From an optimization exercise on the open Yosys and OpenROAD flow, aimed at small area, a short achievable clock period and few clock cycles; shortcuts taken in it are not production practice.
Function was checked by simulation only, so behaviour that the tests miss may differ from the original.
Power is estimated from default activity; no workload was simulated.

===== flow/constraint.sdc =====
create_clock -name core_clock -period 10.0 [get_ports {clk_in}]
set_input_delay 2.0000 -clock core_clock [delete_from_list [all_inputs] [get_ports {clk_in}]]
set_output_delay 2.0000 -clock core_clock [all_outputs]
set_load 0.01 [all_outputs]

===== flow/config.mk =====
export PLATFORM = sky130hd
export DESIGN_NAME = cpu
export DESIGN_NICKNAME = cpu
export VERILOG_FILES = /design/flow/design.v
export SDC_FILE = /design/flow/constraint.sdc
export NUM_CORES = 4
export LEC_CHECK = 0
export CAP_MARGIN = 20
export CORE_MARGIN = 2
export CORE_UTILIZATION = 40
export PLACE_DENSITY = 0.6
export SLEW_MARGIN = 20

===== flow/run.sh =====
#!/bin/bash
# synth_recipe.tcl (not shown) runs the flow's synth.tcl, then flattens the netlist and writes it again
# the make line also repeats each setting of config.mk as NAME=value (left out here)
make -C /OpenROAD-flow-scripts/flow DESIGN_CONFIG=/design/flow/config.mk WORK_HOME=/design/flow/orfs CLKGATE_MAP_FILE= SYNTH_SCRIPT=/design/flow/synth_recipe.tcl finish

===== flow/design.v =====
module Reg_Core(
    input wire clk,
	input wire rst,
	input wire[4:0] port1_in,
	input wire[4:0] port2_in,
	input wire[4:0] port3_in,
	input wire[31:0] data_in,
	output reg[31:0] data1_out,
	output reg[31:0] data2_out
	);
	reg [31:0] Reg_mem[31:0];
always@(*) begin
    if(rst) begin
        data1_out = 0;
        data2_out = 0;
    end else begin
        data1_out = Reg_mem[port1_in];
        data2_out = Reg_mem[port2_in];
    end
end
always@(posedge clk) begin
    if(rst) begin
        Reg_mem[0] <= 0;
        Reg_mem[port3_in] <= 0;
    end else begin
        Reg_mem[port3_in] <= (port3_in) ? data_in : 0;
    end
end
endmodule
module mem_ctrl
#(
	parameter ADDR_WIDTH = 32,
	parameter DATA_WIDTH = 8
)
(
	input wire clk,
	input wire rst,
	input wire[1:0] rw_IF_in,
	input wire[1:0] rw_MEM_in,
	input wire[ADDR_WIDTH - 1:0] addr_from_IF, 
	input wire[ADDR_WIDTH - 1:0]   addr_from_MEM,
	input wire[2:0] data_length_IF,					 
	input wire[2:0] data_length_MEM,					 
    output reg[1:0]      IF_or_MEM,               
	output reg[31:0] data_to_cpu,			 
	output reg[ADDR_WIDTH - 1:0] pc_back,   
    input wire[31:0] data_from_cpu,          
	output wire      busy_out,
	input wire[DATA_WIDTH - 1:0] data_from_mem, 
	output wire 				  rw_mem,
	output wire[ADDR_WIDTH - 1:0] addr_to_mem,  
	output reg[DATA_WIDTH - 1:0] data_to_mem 
);
reg busy;
reg[2:0]  length;
reg[2:0]  re_length;
reg[31:0] addr_now;
reg[31:0] data_to_write;
reg rw;
reg w_first_cyc;
reg hold;
always@(posedge clk) begin
    if(rst) begin
        IF_or_MEM <= 2'b11;
        data_to_cpu <= 0;
        pc_back <= 0;
        busy <= 0;
        length <= 0;
        re_length <= 0;
        data_to_mem <= 0;
        w_first_cyc <= 0;
        hold <= 1'b0;
        rw <= 1'b0;
        addr_now <= 0;
    end else begin
        if(hold) begin
            hold <= 1'b0;
        end else begin
        if(~busy) begin 
                if(rw_MEM_in == 2'b01) begin  
                    busy <= 1'b1;
                    IF_or_MEM <= 2'b01;
                    rw <= 1'b0;
                    data_to_cpu <= 0;
                    length <= data_length_MEM + 1'b1;
                    re_length <= data_length_MEM;
                    addr_now <= addr_from_MEM;
                    pc_back <= 0;
                end else 
                if(rw_MEM_in == 2'b10) begin  
                    busy <= 1'b1;
                    IF_or_MEM <= 2'b01;
                    rw <= 1'b1;
                    w_first_cyc <= 1'b1;
                    data_to_write <= data_from_cpu;
                    length <= data_length_MEM;
                    re_length <= data_length_MEM;
                    addr_now <= addr_from_MEM;
                    pc_back <= 0;
                end else 
                if(rw_IF_in == 2'b01) begin  
                    busy <= 1'b1;
                    IF_or_MEM <= 2'b00;
                    rw <= 1'b0;
                    data_to_cpu <= 0;
                    length <= data_length_IF + 1'b1;
                    re_length <= data_length_IF;
                    addr_now <= addr_from_IF;
                    pc_back <= addr_from_IF;
                end else begin
                    busy <= 1'b0;
                    IF_or_MEM <= 2'b11;
                    rw <= 1'b0;
                    data_to_mem <= 0;
                    data_to_write <= 0;
                    data_to_cpu <= 0;
                    length <= 0;
                    addr_now <= 0;
                    pc_back <= 0;
                end
            end else begin  
            if(length == 0) begin
                busy <= 1'b0;
                hold <= 1'b1;
                if(rw == 1'b1) begin
                    data_to_cpu <= data_to_cpu;
                    rw <= 0;
                    addr_now <= 0;
                    data_to_mem <= 0;
                end
                else begin 
                    data_to_cpu <= (data_to_cpu >> ((6'b000100 - re_length) << 3));
                    rw <= 0;
                    addr_now <= 0;
                end
            end else begin
            if(rw == 1'b0) begin
                data_to_cpu = data_to_cpu >> 8;
                data_to_cpu[31:24] = data_from_mem;
            end else begin
                data_to_mem = data_to_write[7:0];
                data_to_write = data_to_write >> 8;
                w_first_cyc <= 1'b0;
            end
                length <= length - 1'b1;
                addr_now <= (w_first_cyc) ? addr_now : addr_now + 1'b1;
            end
            end
        end
    end
end
assign busy_out = busy;
assign rw_mem = rw;
assign addr_to_mem = (w_first_cyc) ? 0 : addr_now;
endmodule
module pipline_ctrl(
	input wire busy_MEM,
	output reg busy_line
);
always @* begin
	if(busy_MEM)
		busy_line <= 1'b1;
	else begin
		busy_line <= 1'b0;
	end
end
endmodule
module IF(
    input wire          clk,
	input wire 			rst,
	input wire[31:0]	inst_in,
    input wire[31:0]    pc_back,
    input wire[1:0]          IF_or_MEM,
    output reg[2:0]     data_length,
    output reg[31:0]    pc_addr_out,
    output reg[1:0]     rw_IF_out,
    input wire[31:0]    new_addr_in,
    input wire          jump_flag_in,
	input wire          busy_line,
	input wire          busy_in,
	output reg[31:0] 	inst_out,
	output reg[31:0]    pc_out
	);
reg waiting_mem; 
reg jump_flag; 
reg[31:0] new_addr;
reg finish;
always @(posedge clk) begin
    if (rst) begin
        pc_addr_out <= 0;
        rw_IF_out <= 0;
        data_length <= 0;
        inst_out <= 0;
        pc_out <= 0;
        jump_flag <= 0;
        new_addr <= 0;
        finish <= 1'b1;
    end else begin
        rw_IF_out <= 2'b01;
        data_length <= 3'b100;
        if(jump_flag_in) begin
            jump_flag <= 1'b1;
            new_addr <= new_addr_in;
        end else begin
        end
        if (busy_in) begin  
            if(busy_line) begin
            end else begin
                inst_out <= 0;
                pc_out <= 0;
            end
        end else begin  
            if(IF_or_MEM == 2'b00 ) begin  
                finish <= ~finish;
                if(finish == 1'b1) begin
                    pc_addr_out <= (jump_flag) ? new_addr : (pc_addr_out + 3'b100);
                end else begin
                    inst_out <= (jump_flag) ? 0 : inst_in;
                    pc_out <= (jump_flag) ? 0 : pc_back;
                    jump_flag <= 0;
                    new_addr <= 0;
                end
            end else begin  
            if(busy_line) begin
            end else begin
                inst_out <= 0;
                pc_out <= 0;
            end
            end
        end
    end
end
endmodule
module IF_ID_reg(
	input wire clk,
	input wire rst,
	input wire busy_line,
	input wire jump_flag_in,
	input wire[31:0] inst_in,
	input wire[31:0] pc_in,
	output wire[31:0] pc_out,
	output wire[31:0] inst_out
	);
reg [31:0] q_inst;
wire[31:0] d_inst;
reg[31:0]  q_pc;
wire[31:0] d_pc;
assign     d_inst = inst_in;
assign     d_pc = pc_in;
always @(posedge clk) begin
	if (rst || jump_flag_in) begin
		q_inst <= 32'h0000_0000;
		q_pc <= 32'h0000_0000;
	end
	else  begin
	if(busy_line)begin end
	else begin
		q_inst <= d_inst;
		q_pc <= d_pc;
	end
	end
end
assign inst_out = q_inst; 
assign pc_out = q_pc;
endmodule
module ID(
	input wire rst,
	input wire[31:0] inst_in,
	input wire[31:0] data1_in,
	input wire[31:0] data2_in,
    input wire[4:0] forwarding_Rd_in,
    input wire[31:0] forwarding_data_in,
    input wire[31:0] pc_in,
	output reg[10:0]  opcode_out,
	output reg[4:0]  Rsc1_addr_out,
	output reg[4:0]  Rsc2_addr_out,
	output reg[31:0] data1_out,
	output reg[31:0] data2_out,
	output reg[4:0]  Rd_out,
	output reg[31:0] pc_out,
	output reg[31:0] imm_out
	);
reg 	  rw_flag;
always @(*) begin
	if (rst) begin
		data1_out = 32'h0000_0000;
		data2_out = 32'h0000_0000;
		Rsc1_addr_out = 0;
		Rsc2_addr_out = 0;
		imm_out = 32'h0000_0000;
		opcode_out = 10'h0000;
		pc_out = 0;
		Rd_out = 0;
	end
	else begin
	opcode_out = {1'b0, inst_in[14:12], inst_in[6:0]};
	pc_out = pc_in;
	Rd_out = 0;
	Rsc1_addr_out = 0;
    Rsc2_addr_out = 0;
    data1_out = 32'h0000_0000;
    data2_out = 32'h0000_0000;
    imm_out = 32'h0000_0000;
	case (inst_in[6:0])
		7'b0110011 : begin  	 
			Rsc1_addr_out = inst_in[19:15];
			Rsc2_addr_out = inst_in[24:20];
			Rd_out = inst_in[11:7];
			data1_out = (forwarding_Rd_in == Rsc1_addr_out) ? forwarding_data_in : data1_in;
			data2_out = (forwarding_Rd_in == Rsc2_addr_out) ? forwarding_data_in : data2_in;
			imm_out = 32'b0;
			opcode_out = {inst_in[30], inst_in[14:12], inst_in[6:0]};
		end
		7'b0110111 : begin      
		    Rsc1_addr_out = 0;
		    Rsc2_addr_out = 0;
		    Rd_out = inst_in[11:7];
		    data1_out = 0;
		    data2_out = 0;
		    imm_out = {inst_in[31:12], 12'b0};
		end
		7'b0010111 : begin     
		    Rsc1_addr_out = 0;
		    Rsc2_addr_out = 0;
		    Rd_out = inst_in[11:7];
		    data1_out = 0;
		    data2_out = 0;
			imm_out = {inst_in[31:12], 12'b0};
		end
		7'b0010011 : begin     
		    Rsc1_addr_out = inst_in[19:15];
		    Rsc2_addr_out = 0;
		    Rd_out = inst_in[11:7];
		    data1_out = (forwarding_Rd_in == Rsc1_addr_out) ? forwarding_data_in : data1_in;
            data2_out = 0;
            opcode_out = {inst_in[30], inst_in[14:12], inst_in[6:0]};
            imm_out = {{21{inst_in[31]}}, inst_in[30:20]};
		end
		7'b1101111 : begin     
		   Rsc1_addr_out = 0;
		   Rsc2_addr_out = 0;
		   Rd_out = inst_in[11:7];
		   data1_out = 0;
		   data2_out = 0;
		   imm_out = {{12{inst_in[31]}}, inst_in[19:12], inst_in[20], inst_in[30:25], inst_in[24:21], 1'b0};
		end
		7'b1100111: begin      
		   Rsc1_addr_out = inst_in[19:15];
		   Rsc2_addr_out = 0;
		   Rd_out = inst_in[11:7];
		   data1_out = (forwarding_Rd_in == Rsc1_addr_out) ? forwarding_data_in : data1_in;
		   data2_out = 0;
		   imm_out = {{20{inst_in[31]}} ,inst_in[31:20]};
		end
		7'b1100011: begin      
		  opcode_out = {inst_in[30], inst_in[14:12], inst_in[6:0]};
		  Rsc1_addr_out = inst_in[19:15];
          Rsc2_addr_out = inst_in[24:20];
          Rd_out = 0;
          data1_out = (forwarding_Rd_in == Rsc1_addr_out) ? forwarding_data_in : data1_in;
          data2_out = (forwarding_Rd_in == Rsc2_addr_out) ? forwarding_data_in : data2_in;
          imm_out = {{20{inst_in[31]}}, inst_in[7], inst_in[30:25],inst_in[11:8], 1'b0};
        end
        7'b0000011: begin   
          Rsc1_addr_out = inst_in[19:15];
          Rsc2_addr_out = 0;
          Rd_out = inst_in[11:7];
          data1_out = (forwarding_Rd_in == Rsc1_addr_out) ? forwarding_data_in : data1_in;
          data2_out = 0;
          imm_out = {{21{inst_in[31]}}, inst_in[30:20]};
        end
        7'b0100011: begin   
          Rsc1_addr_out = inst_in[19:15];
          Rsc2_addr_out = inst_in[24:20];
          Rd_out = 0;
          data1_out = (forwarding_Rd_in == Rsc1_addr_out) ? forwarding_data_in : data1_in;
          data2_out = (forwarding_Rd_in == Rsc2_addr_out) ? forwarding_data_in : data2_in;
          imm_out = {{21{inst_in[31]}}, inst_in[30:25], inst_in[11:7]};
        end
        default: begin
            data1_out = 32'h0000_0000;
            data2_out = 32'h0000_0000;
            Rsc1_addr_out = 0;
            Rsc2_addr_out = 0;
            imm_out = 32'h0000_0000;
            opcode_out = 6'b00_0000;
            pc_out = 0;
            Rd_out = 0;
        end
    endcase
	end
end	
endmodule
module ID_EX_reg(
	input wire clk,
	input wire rst,
	input wire busy_line,
	input wire jump_flag_in,
	input wire[10:0] opcode_in,
	input wire[31:0] data1_in,
	input wire[31:0] data2_in,
	input wire[4:0] Rd_in,
	input wire[31:0] pc_in,
	input wire[31:0] imm_in,
	output wire[10:0] opcode_out,
	output wire[31:0] data1_out,
	output wire[31:0] data2_out,
	output wire[4:0] Rd_out,
	output wire[31:0] pc_out,
	output wire[31:0] imm_out
	);
reg[10:0] 		q_opcode;
wire[10:0] 		d_opcode;
reg[31:0] 		q_data1;
wire[31:0]		d_data1;
reg[31:0] 		q_data2;
wire[31:0] 		d_data2;
reg[4:0] 		q_Rd;
wire[4:0] 		d_Rd;
reg[31:0] 		q_pc;
wire[31:0] 		d_pc;
reg[31:0] 		q_imm;
wire[31:0] 		d_imm;
 assign d_opcode = opcode_in;
 assign d_data1 =  data1_in;
 assign d_data2 =  data2_in;
 assign d_Rd = Rd_in;
  assign d_pc = pc_in;
 assign d_imm = imm_in;
always @(posedge clk) begin
 	if (rst || jump_flag_in) begin
 		q_opcode <= 7'h00;
 		q_data2  <= 32'h0000_0000;
 		q_data1 <= 32'h0000_0000;
 		q_Rd <= 5'b00000;
 		q_pc <= 0;
 		q_imm <= 32'h0000_0000;
 	end
 	else begin
 	if(busy_line)begin end
 	else begin
 		q_opcode <= d_opcode;
 		q_data1 <= d_data1;
 		q_data2 <= d_data2;
 		q_Rd <= d_Rd;
 		q_pc <= d_pc;
 		q_imm <= d_imm;
 	end
 	end
 end 
assign opcode_out = q_opcode;
assign data1_out = q_data1;
assign data2_out = q_data2;
assign Rd_out = q_Rd;
assign pc_out = q_pc;
assign imm_out = q_imm;
 endmodule
module EX(
	input wire rst,
	input wire[10:0] opcode_in,
	input wire[4:0] Rd_in,
	input wire[31:0] pc_in,
	input wire[31:0] data1_in,
	input wire[31:0] data2_in,
	input wire[31:0] imm_in,
	output reg[10:0]  opcode_out,
	output reg[31:0] data_out,
	output reg[31:0] scrdata_out,
	output reg[4:0] Rd_out,
	output reg[31:0] new_addr_out,
	output reg       jump_flag_out,
	output wire[31:0] forwarding_data_out,
	output wire[4:0] forwarding_Rd_out
	);
always @(*) begin
	if (rst) begin
		data_out = 32'h0000_0000;
		opcode_out = 7'h00;
		Rd_out = 5'b00000;
		new_addr_out = 0;
		jump_flag_out = 0;
		scrdata_out = 0;
	end
	else begin
	jump_flag_out = 1'b0;
	scrdata_out = 0;
	new_addr_out = 0;
	opcode_out = opcode_in;
	Rd_out = Rd_in;
	data_out = 0;
	case(opcode_in[6:0])
		7'b0110011 : begin     
		case(opcode_in[10:7])
		4'b0000: data_out = (data1_in + data2_in);
		4'b1000: data_out = (data1_in - data2_in);
		4'b0001: data_out = (data1_in << data2_in[4:0]);
		4'b0010: data_out = ($signed(data1_in) < $signed(data2_in));
		4'b0011: data_out = (data1_in < data2_in);
		4'b0100: data_out = (data1_in ^ data2_in);
		4'b0101: data_out = (data1_in >> data2_in[4:0]);
		4'b1101: data_out =  
		{data1_in >> data2_in[4:0]} | {32{data1_in[31]}} << (~data2_in[4:0]);
        4'b0110: data_out = (data1_in | data2_in);
        4'b0111: data_out = (data1_in & data2_in);
		endcase
		end
		7'b0110111 : begin      
            data_out = imm_in;  
        end
        7'b0010111 : begin      
            data_out = pc_in + imm_in;          
        end
        7'b0010011: begin        
        case(opcode_in[9:7])
            3'b000:data_out = (data1_in + imm_in);
            3'b010:data_out = ($signed(data1_in) < $signed(imm_in));
            3'b011:data_out = (data1_in < imm_in);
            3'b100:data_out = (data1_in ^ imm_in);
            3'b110:data_out = (data1_in | imm_in);
            3'b111:data_out = (data1_in & imm_in);
            3'b001:data_out = (data1_in << imm_in[4:0]);
            3'b101:data_out = (opcode_in[10]) ?  
        {data1_in >> imm_in[4:0]} | {32{data1_in[31]}} << (~imm_in[4:0]) : (data1_in >> imm_in[4:0]);
        endcase    
        end
        7'b1101111: begin        
            data_out = pc_in + 3'b100;
            jump_flag_out = 1'b1;
            new_addr_out = pc_in + imm_in;
        end
        7'b1100111: begin        
            data_out = pc_in + 3'b100;
            jump_flag_out = 1'b1;
            new_addr_out = (data1_in + imm_in) & (32'b1111_1111_1111_1111_1111_1111_1111_1110);
        end
        7'b1100011: begin        
        data_out = 0;
        new_addr_out = pc_in + imm_in;
        case(opcode_in[9:7])
        3'b000: jump_flag_out = (data1_in == data2_in) ? 1'b1 : 1'b0;
        3'b001: jump_flag_out = (data1_in != data2_in) ? 1'b1 : 1'b0;
        3'b100: jump_flag_out = ($signed(data1_in) < $signed(data2_in)) ? 1'b1 : 1'b0;
        3'b101: jump_flag_out = (!($signed(data1_in) < $signed(data2_in))) ? 1'b1 : 1'b0; 
        3'b110: jump_flag_out = (data1_in < data2_in) ? 1'b1 : 1'b0;
        3'b111: jump_flag_out = (!(data1_in < data2_in)) ? 1'b1 : 1'b0;
        endcase
        end
        7'b0000011: begin        
            data_out = data1_in + imm_in;
        end
        7'b0100011: begin        
            data_out = data1_in + imm_in;
            scrdata_out = data2_in;
        end
        default: begin
            data_out = 32'h0000_0000;
            opcode_out = 7'h00;
            Rd_out = 5'b00000;
            new_addr_out = 0;
            jump_flag_out = 0;
            scrdata_out = 0;
        end
	endcase
	end
end
assign forwarding_data_out = data_out;
assign forwarding_Rd_out = Rd_out;
endmodule
module EX_MEM_reg(
	input wire clk,
	input wire rst,
	input wire busy_line,
	input wire jump_flag_in,
	input wire[10:0]  opcode_in,
	input wire[31:0] data_in,
	input wire[31:0] scrdata_in,
	input wire[4:0]  Rd_in,
	output wire[10:0] opcode_out,
	output wire[31:0] data_out,
	output wire[31:0] scrdata_out,
	output wire[4:0] Rd_out
	);
reg[10:0] q_opcode;
wire[10:0] d_opcode;
reg[31:0] q_data;
wire[31:0] d_data;
reg[31:0] q_scrdata;
wire[31:0] d_scrdata;
reg[4:0] q_Rd;
wire[4:0] d_Rd;
assign d_opcode = opcode_in;
assign d_data = data_in;
assign d_scrdata = scrdata_in;
assign d_Rd = Rd_in;
always @(posedge clk) begin
	if (rst) begin
		q_opcode <= 7'h00;
		q_data <= 32'h0000_0000;
		q_Rd <= 5'h00;
		q_scrdata <= 32'h0000_0000;
	end
	else begin
	if(busy_line)begin end
	else begin
		q_opcode <= d_opcode;
		q_data <= d_data;
		q_Rd <= d_Rd;
		q_scrdata <= d_scrdata;
		end
	end
end
assign opcode_out = q_opcode;
assign data_out = q_data;
assign Rd_out = q_Rd;
assign scrdata_out = q_scrdata;
endmodule
module MEM(
    input wire clk,
	input wire rst,
	input wire[10:0] opcode_in,
	input wire[1:0]       IF_or_MEM,
	input wire[31:0] data_in,
	input wire[31:0] scrdata_in,
	input wire[4:0]  Rd_in,
    input wire        busy_in,
    input wire        done_in,
    input wire[31:0]  data_mem_in,
    output reg[31:0] addr_mem_out,
    output reg[1:0]   rw_out,
    output reg[2:0]   data_length_out,
    output reg[31:0]  data_mem_out,
	output reg[10:0]  opcode_out,
	output reg[4:0]  Rd_out,
	output reg       busy_out,
	output reg[31:0] data_out
	);
reg[31:0] data_mem;
reg[31:0] addr_mem;
reg[2:0] data_length;
reg      mem_waiting;
always @(*) begin
	if (rst) begin
		data_out = 31'h0000_0000;
		opcode_out = 7'b000_0000;
		addr_mem_out = 0;
		Rd_out = 0;
		busy_out = 0;
		data_length_out = 0;
		data_mem_out = 0;
		mem_waiting = 0;
		rw_out = 0;
	end
	else begin
	data_out = 0;
        opcode_out = opcode_in;
        addr_mem_out = 0;
        data_mem_out = 0;
        data_length_out = 0;
        rw_out = 0;
        case(opcode_in[6:0])
        7'b0000011: begin      
          addr_mem_out = data_in;
          Rd_out = Rd_in;
          case(opcode_in[9:7]) 
              3'b000: data_length_out = 3'b001;
              3'b001: data_length_out = 3'b010;
              3'b010: data_length_out = 3'b100;
              3'b100: data_length_out = 3'b001;
              3'b101: data_length_out = 3'b010;
          endcase
          if(IF_or_MEM == 2'b01 && busy_in == 1'b0) begin
            rw_out = 2'b00;
            data_out = data_mem_in;
            busy_out = 1'b0;
          end else begin
            rw_out = 2'b01;
            busy_out = 1'b1;
          end
          mem_waiting = 1'b1;
        end
        7'b0100011: begin    
          Rd_out = 0;
          opcode_out = 0;
          data_mem_out = {scrdata_in};
          addr_mem_out = data_in;
          case(opcode_in[9:7]) 
              3'b000: data_length_out = 3'b001;
              3'b001: data_length_out = 3'b010;
              3'b010: data_length_out = 3'b100;
              3'b100: data_length_out = 3'b001;
              3'b101: data_length_out = 3'b010;
          endcase
          if(IF_or_MEM == 2'b01 && busy_in == 1'b0) begin
                rw_out = 2'b00;
                busy_out = 1'b0;
          end else begin
            rw_out = 2'b10;
            busy_out = 1'b1;
          end
          mem_waiting = 1'b1;
        end
        default:begin
              Rd_out = Rd_in;
              rw_out = 2'b00;
              busy_out = 1'b0;
              data_out = data_in;
         end
        endcase
	end
end
endmodule
module MEM_WB_reg(
	input wire clk,
	input wire rst,
    input wire busy_line,
	input wire[10:0]  opcode_in,
	input wire[31:0] data_in,
	input wire[4:0]  Rd_in,
    output wire[31:0] forwarding_data,
    output wire[4:0] forwarding_Rd,
	output wire[10:0] opcode_out,
	output wire[31:0] data_out,
	output wire[4:0] Rd_out
	);
reg[10:0] 		q_opcode;
wire[10:0] 		d_opcode;
reg[31:0] 		q_data;
wire[31:0] 		d_data;
reg[4:0] 		q_Rd;
wire[4:0]		d_Rd;
assign d_opcode = opcode_in;
assign d_data = data_in;
assign d_Rd = Rd_in;
always @(posedge clk) begin
	if (rst) begin
		q_opcode <= 7'h00;
		q_data <= 32'h0000_0000;
		q_Rd <= 5'h00;
	end
	else begin
	if(busy_line)begin end
	else begin
		q_opcode <= d_opcode;
		q_data <= d_data;
		q_Rd <= d_Rd;
	end
	end
end
assign opcode_out = q_opcode;
assign data_out = q_data;
assign Rd_out = q_Rd;
assign forwarding_data = q_data;
assign forwarding_Rd = q_Rd;
endmodule
module WB(
	input wire rst,
	input wire[10:0] opcode_in,
	input wire[4:0] Rd_in,
	input wire[31:0] data_in,
	output reg[4:0]  Rd_addr_out,
	output reg[32:0] data_out
	);
always @(*) begin
	if (rst) begin
		Rd_addr_out <= 0;
		data_out <= 0;
	end
	else begin
		data_out <= data_in;
        Rd_addr_out <= Rd_in;
	end
end
endmodule
module cpu(
    input  wire                 clk_in,			 
    input  wire                 rst_in,			 
	input  wire					        rdy_in,			 
    input  wire [ 7:0]          mem_din,		 
    output wire [ 7:0]          mem_dout,		 
    output wire [31:0]          mem_a,			 
    output wire                 mem_wr			 
);
wire[4:0] ID_Rsc1_addr;
wire[4:0] ID_Rsc2_addr;
wire[31:0] reg_ID_data1;
wire[31:0] reg_ID_data2;
wire[4:0] WB_reg_addr;
wire[31:0] WB_reg_data;
Reg_Core reg_core(
  .clk(clk_in),
  .rst(rst_in),
  .data_in(WB_reg_data),
  .port1_in(ID_Rsc1_addr),
  .port2_in(ID_Rsc2_addr),
  .port3_in(WB_reg_addr),
  .data1_out(reg_ID_data1),
  .data2_out(reg_ID_data2)
  );
wire[1:0] rw_IF;
wire[1:0] rw_MEM;
wire[1:0]      IF_or_MEM;
wire[31:0] addr_from_IF;
wire[31:0] addr_from_MEM;
wire[31:0] pc_back;
wire[31:0] data_from_MEM;
wire[2:0] data_length_IF;
wire[2:0] data_length_MEM;
wire[31:0] data_to_cpu;
wire       busy;
wire       done;
mem_ctrl mem_ctrl0(
    .clk(clk_in),
    .rst(rst_in),
    .rw_IF_in(rw_IF),
    .rw_MEM_in(rw_MEM),
    .addr_from_IF(addr_from_IF),
    .addr_from_MEM(addr_from_MEM),
    .pc_back(pc_back),
    .data_length_IF(data_length_IF),
    .data_length_MEM(data_length_MEM),
    .data_to_cpu(data_to_cpu),
    .data_from_cpu(data_from_MEM),
    .IF_or_MEM(IF_or_MEM),
    .busy_out(busy),
    .data_from_mem(mem_din),
    .rw_mem(mem_wr),
    .addr_to_mem(mem_a),
    .data_to_mem(mem_dout)   
);
wire busy_line;
wire busy_MEM;
pipline_ctrl pipline_ctrl0(
    .busy_MEM(busy_MEM),
    .busy_line(busy_line)
);
wire[31:0] IF_inst;
wire[31:0] IF_pc;
wire[31:0] new_addr;
wire       jump_flag;
IF IF0(
  .clk(clk_in),
  .rst(rst_in),
  .inst_in(data_to_cpu),
  .busy_in(busy),
  .IF_or_MEM(IF_or_MEM),
  .busy_line(busy_line),
  .jump_flag_in(jump_flag),
  .new_addr_in(new_addr),
  .pc_back(pc_back),
  .pc_addr_out(addr_from_IF),
  .data_length(data_length_IF),
  .rw_IF_out(rw_IF),
  .pc_out(IF_pc),
  .inst_out(IF_inst)
  );
wire[31:0] IF_ID_inst;
wire[31:0] IF_ID_pc;
IF_ID_reg IF_ID_reg0(
  .clk(clk_in),
  .rst(rst_in),
  .inst_in(IF_inst),
  .pc_in(IF_pc),
   .busy_line(busy_line),
   .jump_flag_in(jump_flag),
  .pc_out(IF_ID_pc),
  .inst_out(IF_ID_inst)
  );
wire[10:0] ID_opcode;
wire[31:0] ID_data1;
wire[31:0] ID_data2;
wire[4:0] ID_Rd;
wire[31:0] ID_pc;
wire[31:0] ID_imm;
wire[4:0] forwarding_Rd;
wire[31:0] forwarding_data;
ID ID0(
  .rst(rst_in),
  .inst_in(IF_ID_inst),
  .data1_in(reg_ID_data1),
  .data2_in(reg_ID_data2),
  .forwarding_Rd_in(forwarding_Rd),
  .forwarding_data_in(forwarding_data),
  .pc_in(IF_ID_pc),
  .opcode_out(ID_opcode),
  .Rsc1_addr_out(ID_Rsc1_addr),
  .Rsc2_addr_out(ID_Rsc2_addr),
  .data1_out(ID_data1),
  .data2_out(ID_data2),
  .pc_out(ID_pc),
  .Rd_out(ID_Rd),
  .imm_out(ID_imm)
  );
wire[10:0] ID_EX_opcode;
wire[31:0] ID_EX_data1;
wire[31:0] ID_EX_data2;
wire[4:0]  ID_EX_Rd;
wire[31:0] ID_EX_imm;
wire[31:0] ID_EX_pc;
ID_EX_reg ID_EX_reg0(
  .clk(clk_in),
  .rst(rst_in),
  .opcode_in(ID_opcode),
  .data1_in(ID_data1),
  .data2_in(ID_data2),
    .busy_line(busy_line),
    .jump_flag_in(jump_flag),
  .Rd_in(ID_Rd),
  .pc_in(ID_pc),
  .imm_in(ID_imm),
  .opcode_out(ID_EX_opcode),
  .data1_out(ID_EX_data1),
  .data2_out(ID_EX_data2),
  .Rd_out(ID_EX_Rd),
  .pc_out(ID_EX_pc),
  .imm_out(ID_EX_imm)
  );
wire[10:0] EX_opcode;
wire[31:0] EX_data;
wire[4:0]  EX_Rd;
wire[31:0] EX_scrdata;
EX EX0(
  .rst(rst_in),
  .opcode_in(ID_EX_opcode),
  .data1_in(ID_EX_data1),
  .pc_in(ID_EX_pc),
  .Rd_in(ID_EX_Rd),
  .data2_in(ID_EX_data2),
  .imm_in(ID_EX_imm),
  .opcode_out(EX_opcode),
  .data_out(EX_data),
  .scrdata_out(EX_scrdata),
  .Rd_out(EX_Rd),
  .new_addr_out(new_addr),
  .jump_flag_out(jump_flag)
  );
wire[10:0] EX_MEM_opcode;
wire[31:0] EX_MEM_data;
wire[4:0]  EX_MEM_Rd;
wire[31:0] EX_MEM_scrdata;
EX_MEM_reg EX_MEM_reg0(
  .clk(clk_in),
  .rst(rst_in),
  .opcode_in(EX_opcode),
  .data_in(EX_data),
  .scrdata_in(EX_scrdata),
  .Rd_in(EX_Rd),
  .jump_flag_in(jump_flag),
    .busy_line(busy_line),
  .opcode_out(EX_MEM_opcode),
  .scrdata_out(EX_MEM_scrdata),
  .data_out(EX_MEM_data),
  .Rd_out(EX_MEM_Rd)
  );
wire[10:0] MEM_opcode;
wire[4:0] MEM_Rd;
wire[31:0] MEM_data;
MEM MEM0(
    .clk(clk_in),
  .rst(rst_in),
  .opcode_in(EX_MEM_opcode),
  .IF_or_MEM(IF_or_MEM),
  .data_in(EX_MEM_data),
  .scrdata_in(EX_MEM_scrdata),
  .Rd_in(EX_MEM_Rd),
  .data_mem_in(data_to_cpu),
  .addr_mem_out(addr_from_MEM),
  .rw_out(rw_MEM),
  .data_length_out(data_length_MEM),
  .data_mem_out(data_from_MEM),
  .busy_in(busy),
  .done_in(done),
  .opcode_out(MEM_opcode),
  .busy_out(busy_MEM),
  .Rd_out(MEM_Rd),
  .data_out(MEM_data)
  );
wire[10:0] MEM_WB_opcode;
wire[31:0] MEM_WB_data;
wire[4:0]  MEM_WB_Rd;
MEM_WB_reg MEM_WB_reg0(
  .clk(clk_in),
  .rst(rst_in),
  .opcode_in(MEM_opcode),
  .data_in(MEM_data),
  .Rd_in(MEM_Rd),
   .busy_line(busy_line),
  .opcode_out(MEM_WB_opcode),
  .data_out(MEM_WB_data),
  .Rd_out(MEM_WB_Rd),
  .forwarding_Rd(forwarding_Rd),
  .forwarding_data(forwarding_data)
  );
WB WB0(
  .rst(rst_in),
  .opcode_in(MEM_WB_opcode),
  .Rd_in(MEM_WB_Rd),
  .data_in(MEM_WB_data),
  .Rd_addr_out(WB_reg_addr),
  .data_out(WB_reg_data)
);
always @(posedge clk_in)
  begin
    if (rst_in)
      begin
      end
    else if (!rdy_in)
      begin
      end
    else
      begin
      end
  end
endmodule

==> impl_metrics.tcl <==
set metrics [dict create \
    slowest_stage "dfxtp_1" \
    cap_violations 0 \
    outcome "timing/DRC/antenna clean" \
    floorplan.rows 175 \
    rrSetupSlack_ns 3.89 \
    dieArea_um2 233000 \
    slew_headroom_pct 14.4 \
    ff2ff_path_depth 13 \
    path_clk_slew_ns 0.07 \
    reg2reg_to "ID_EX_reg0.q_data1[27]" \
    num_vias 84700 \
    async_reset_ff_share_pct 0 \
    synth-edff-count 1056 \
    grt_max_degree 167 \
    crit_type "flip-flop to flip-flop" \
    cp-start-kind "flip-flop" \
    drc 0 \
    die_h_um 483 \
    cts.repair.resized 0 \
    r2r-start "ID_EX_reg0.q_data1[3]" \
    cpPeakStageDelay_ns 0.79 \
    synth_area_um2 91800 \
    numClockSinks 1627 \
    synth_top_area_cell "edfxtp_1" \
    die_x_um 483 \
    syn_area_per_cell_um2 9.62 \
    drive_gt1_share_pct 9.51 \
    gp_congestion 1.05 \
    power.density_nw_per_um2 139 \
    antenna_found_initial 23 \
    io_buffers 50 \
    ir_drop_mv 0.150 \
    final_nets 9424 \
    skew_ns 0.103 \
    hold_buffers 0 \
    drt-wirelength-per-cell_um 34.1 \
    power_w 0.0141 \
    yosysSeqAreaShare_pct 47.0 \
    cts_made_buffers 174 \
    drtIter0Drc 12200 \
    setup_tns_ns 0 \
    final_util_pct 44.5 \
    n_fill_cell 21600 \
    root_buffer "clkbuf_16" \
    synth_ff_type "edfxtp_1" \
    syn_inst 9536 \
    yosysUniqueCellTypes 93 \
    coreArea_um2 228000 \
    cts_buffer_depth 3 \
    crit_chain "inv_1, ha_1, a21oi_1, o2111ai_1, a211oi_1, or3_4, a221oi_4, xnor2_1, o21a_1, buf_4, nand2_8, buf_4, a21oi_1" \
    rsz0062_at_grt "no" \
    tightest_slew_ns 1.28 \
    grt-ovfl-total 0 \
    setup_viol 0 \
    fmaxAchievable_mhz 164 \
    end_kind "flip-flop" \
    ys_warn_count 14 \
    clk_latency_ns 0.86 \
    crit_path_start "ID_EX_reg0.q_data1[3]" \
    cp.arrival_ns 6.73 \
    synthTopCellsByArea "edfxtp_1 (35%), dfxtp_1 (12%), a221oi_1 (5.9%)" \
    cts_tree "yes" \
    fin_crit_ns 6.11 \
    grt_pass1_wl_um 587000 \
    viasPerCell 6.87 \
    pre_cts_ws_ns 3.62 \
    grt_usage_pct 34.8 \
    htree_levels 4 \
    dr.pass1.iters 7 \
    synth.top_cell.area_share_pct 34.6 \
    p_leak_nw 31.4 \
    hpwl_um 268000 \
    endpoint "ID_EX_reg0.q_data1[27]" \
    post_cts_buffers 0 \
    drv_slew 0 \
    post-route-period-util_pct 61.1 \
    yosys_register_bits 1627 \
    antenna_left 0 \
    io_pins 52 \
    critical_path.max_fanout 118 \
    hold_violations 0 \
    cp.required_ns 10.62 \
    wl_um 421000 \
    grt_pass1_vias 78800 \
    initial_core_util_pct 40.3 \
    layout-area-overhead-vs-synth_pct 10.3 \
    hp-class "flip-flop to flip-flop" \
    layout_setup_ws_ns 3.89 \
]
-- cells in the final DEF, fill, tap and decap left out, types with 35 or more instances in the layout --
| cell type | netlist | final |
|---|---|---|
| nor2_4 | 1 | 35 |
| inv_1 | 206 | 204 |
| nor2b_1 | 93 | 91 |
| and2_1 | 62 | 57 |
| xnor2_1 | 78 | 78 |
| buf_4 | 7 | 251 |
| a211oi_1 | 94 | 93 |
| o21ai_0 | 593 | 590 |
| nor3_1 | 284 | 280 |
| xor2_1 | 41 | 41 |
| dfxtp_1 | 571 | 555 |
| a22oi_1 | 241 | 241 |
| nand3_1 | 177 | 174 |
| nor4_1 | 55 | 53 |
| clkbuf_16 | 0 | 175 |
| and3_1 | 73 | 70 |
| o211ai_1 | 76 | 76 |
| a31oi_1 | 110 | 110 |
| a21oi_1 | 933 | 931 |
| ha_1 | 232 | 232 |
| nand4_1 | 87 | 87 |
| edfxtp_1 | 1056 | 1056 |
| mux4_2 | 164 | 164 |
| o221ai_1 | 81 | 81 |
| a22o_1 | 66 | 66 |
| a221oi_1 | 621 | 620 |
| clkdlybuf4s50_1 | 0 | 49 |
| o22ai_1 | 44 | 44 |
| nand2_1 | 1116 | 1109 |
| mux2_2 | 67 | 67 |
| clkbuf_1 | 686 | 42 |
| nor2_1 | 741 | 702 |
| mux2i_1 | 191 | 191 |
-- metal layers --
metal	vias up	wire length (um)	GRT usage, %	share of wire, %
met1	41900	158000	44.2	38
met2	5768	182000	52.3	43
met5	-	105	0	0.025
met3	1397	46700	8.50	11
met4	18	34000	23.6	8.1
li1	35700	-	-	-
-- synth_stat cells, types with 94 or more instances --
cell / number
a211oi_1: 94
a21oi_1: 933
a221oi_1: 621
a22oi_1: 241
a31oi_1: 110
buf_1: 112
clkbuf_1: 686
dfxtp_1: 571
edfxtp_1: 1056
ha_1: 232
inv_1: 206
mux2i_1: 191
mux4_2: 164
nand2_1: 1116
nand3_1: 177
nor2_1: 741
nor3_1: 284
o21ai_0: 593
-- report_power, final --
group / switching (W) / total [W] / leakage, nW / internal, W
clock network: 0.00292 / 0.00665 / 2.81 / 0.00373
logic: 0.000211 / 0.000289 / 16.5 / 0.0000781
registers: 0.0000288 / 0.00713 / 12.1 / 0.00710
-- kinds of logic after synthesis --
kind of cell	Yosys count	synth area share [%]
AO/OA/AOI/OAI	3179	23.0
AND/OR/NAND/NOR	2861	14.0
flip-flops	1627	47.0
buffers and inverters	1091	4.61
multiplexers	422	6.93
adder cells (fa/ha/maj)	236	3.25
XOR/XNOR	119	1.14
other	1	0.00409
-- final cells by class --
cell class              instances  area [um2]  share of cell area [%]
clock inverters               101        1210                    1.19
repair buffers                316        2650                    2.61
well taps                    3009        3760                    3.72
clock buffers                 222        4600                    4.54
multi-input cells            6849       45000                    44.5
flip-flops and latches       1627       43200                    42.7
inverters                     209         785                   0.775
diodes                          6        15.0                  0.0148
-- worst min-delay path by stage --
stage | from | to | cells past startpoint
global route | IF0.pc_out[29] | IF_ID_reg0.q_pc[29] | 2
finish | IF0.pc_out[22] | IF_ID_reg0.q_pc[22] | 2
detailed placement | IF0.inst_out[21] | IF_ID_reg0.q_inst[21] | 2
floorplan | EX_MEM_reg0.q_data[4] | EX_MEM_reg0.q_data[4] | 2
CTS | IF0.pc_out[22] | IF_ID_reg0.q_pc[22] | 2
global placement | IF0.inst_out[7] | IF_ID_reg0.q_inst[7] | 2
-- flip-flops by register name, summed over array words and instances (netlist names), 10 cells and up --
register	cells
IF0.pc_addr_out	32
ID_EX_reg0.q_data1	32
mem_ctrl0.addr_now	32
ID_EX_reg0.q_opcode	11
ID_EX_reg0.q_pc	32
mem_ctrl0.data_to_cpu	32
IF0.pc_out	32
ID_EX_reg0.q_data2	32
mem_ctrl0.pc_back	32
EX_MEM_reg0.q_data	32
IF0.inst_out	32
IF_ID_reg0.q_inst	32
IF0.new_addr	32
ID_EX_reg0.q_imm	32
EX_MEM_reg0.q_scrdata	32
MEM_WB_reg0.q_data	32
mem_ctrl0.data_to_write	32
IF_ID_reg0.q_pc	32
reg_core.Reg_mem	1024
EX_MEM_reg0.q_opcode	10
-- through the flow --
stage | cells | hold slack (ns) | area [um2]
4_1_cts | 12300 | 0.443 | 101000
6_report | 12300 | 0.447 | 101000
3_5_place_dp | 12000 | 0.440 | 95400
2_1_floorplan | 9567 | 0.429 | 91900
3_3_place_gp | 12000 | 0.437 | 95400
5_1_grt | 12300 | 0.462 | 101000
-- worst max-delay path: cells and delay by family (launching register included) --
kind            cells  cell delay [ns]
compound gates      6             1.40
buf+inv             3             1.38
simple gates        2             1.20
flops               1             0.79
fa+ha+maj           1             0.65
xor+xnor            1             0.24
Testbench counts, summed over its fixed seeds: cycles 1,420,384.

==> static timing again, ports no longer ideal <==
Ports are ideal in the flow. The routed layout listed here was re-timed in OpenROAD. Step 1 (the two cells are an assumption about what drives the block):
set clk [get_ports {clk_in}]
set_driving_cell -lib_cell sky130_fd_sc_hd__clkbuf_16 $clk
set_driving_cell -lib_cell sky130_fd_sc_hd__buf_2 [delete_from_list [all_inputs] $clk]
Step 2 adds t to the input delays and takes it off the output delays; t is the mean of the earliest and latest rising clock arrival at the registers after step 1. Input paths then give back, and output paths get back, about the clock's delay inside the block. a / b / c = no drivers / after step 1 / after step 2; a / b = the first two.
t, ns: 0.909
setup slack, ns: 3.888 / 3.888 / 3.311
worst hold slack (ns): 0.447 / 0.447 / 0.447
worst data-port slew with drivers (ns): 0.06
After both steps this run still meets setup and hold. The setup slack of this run moves by 0.000 ns with the drivers and by -0.577 ns with both steps.
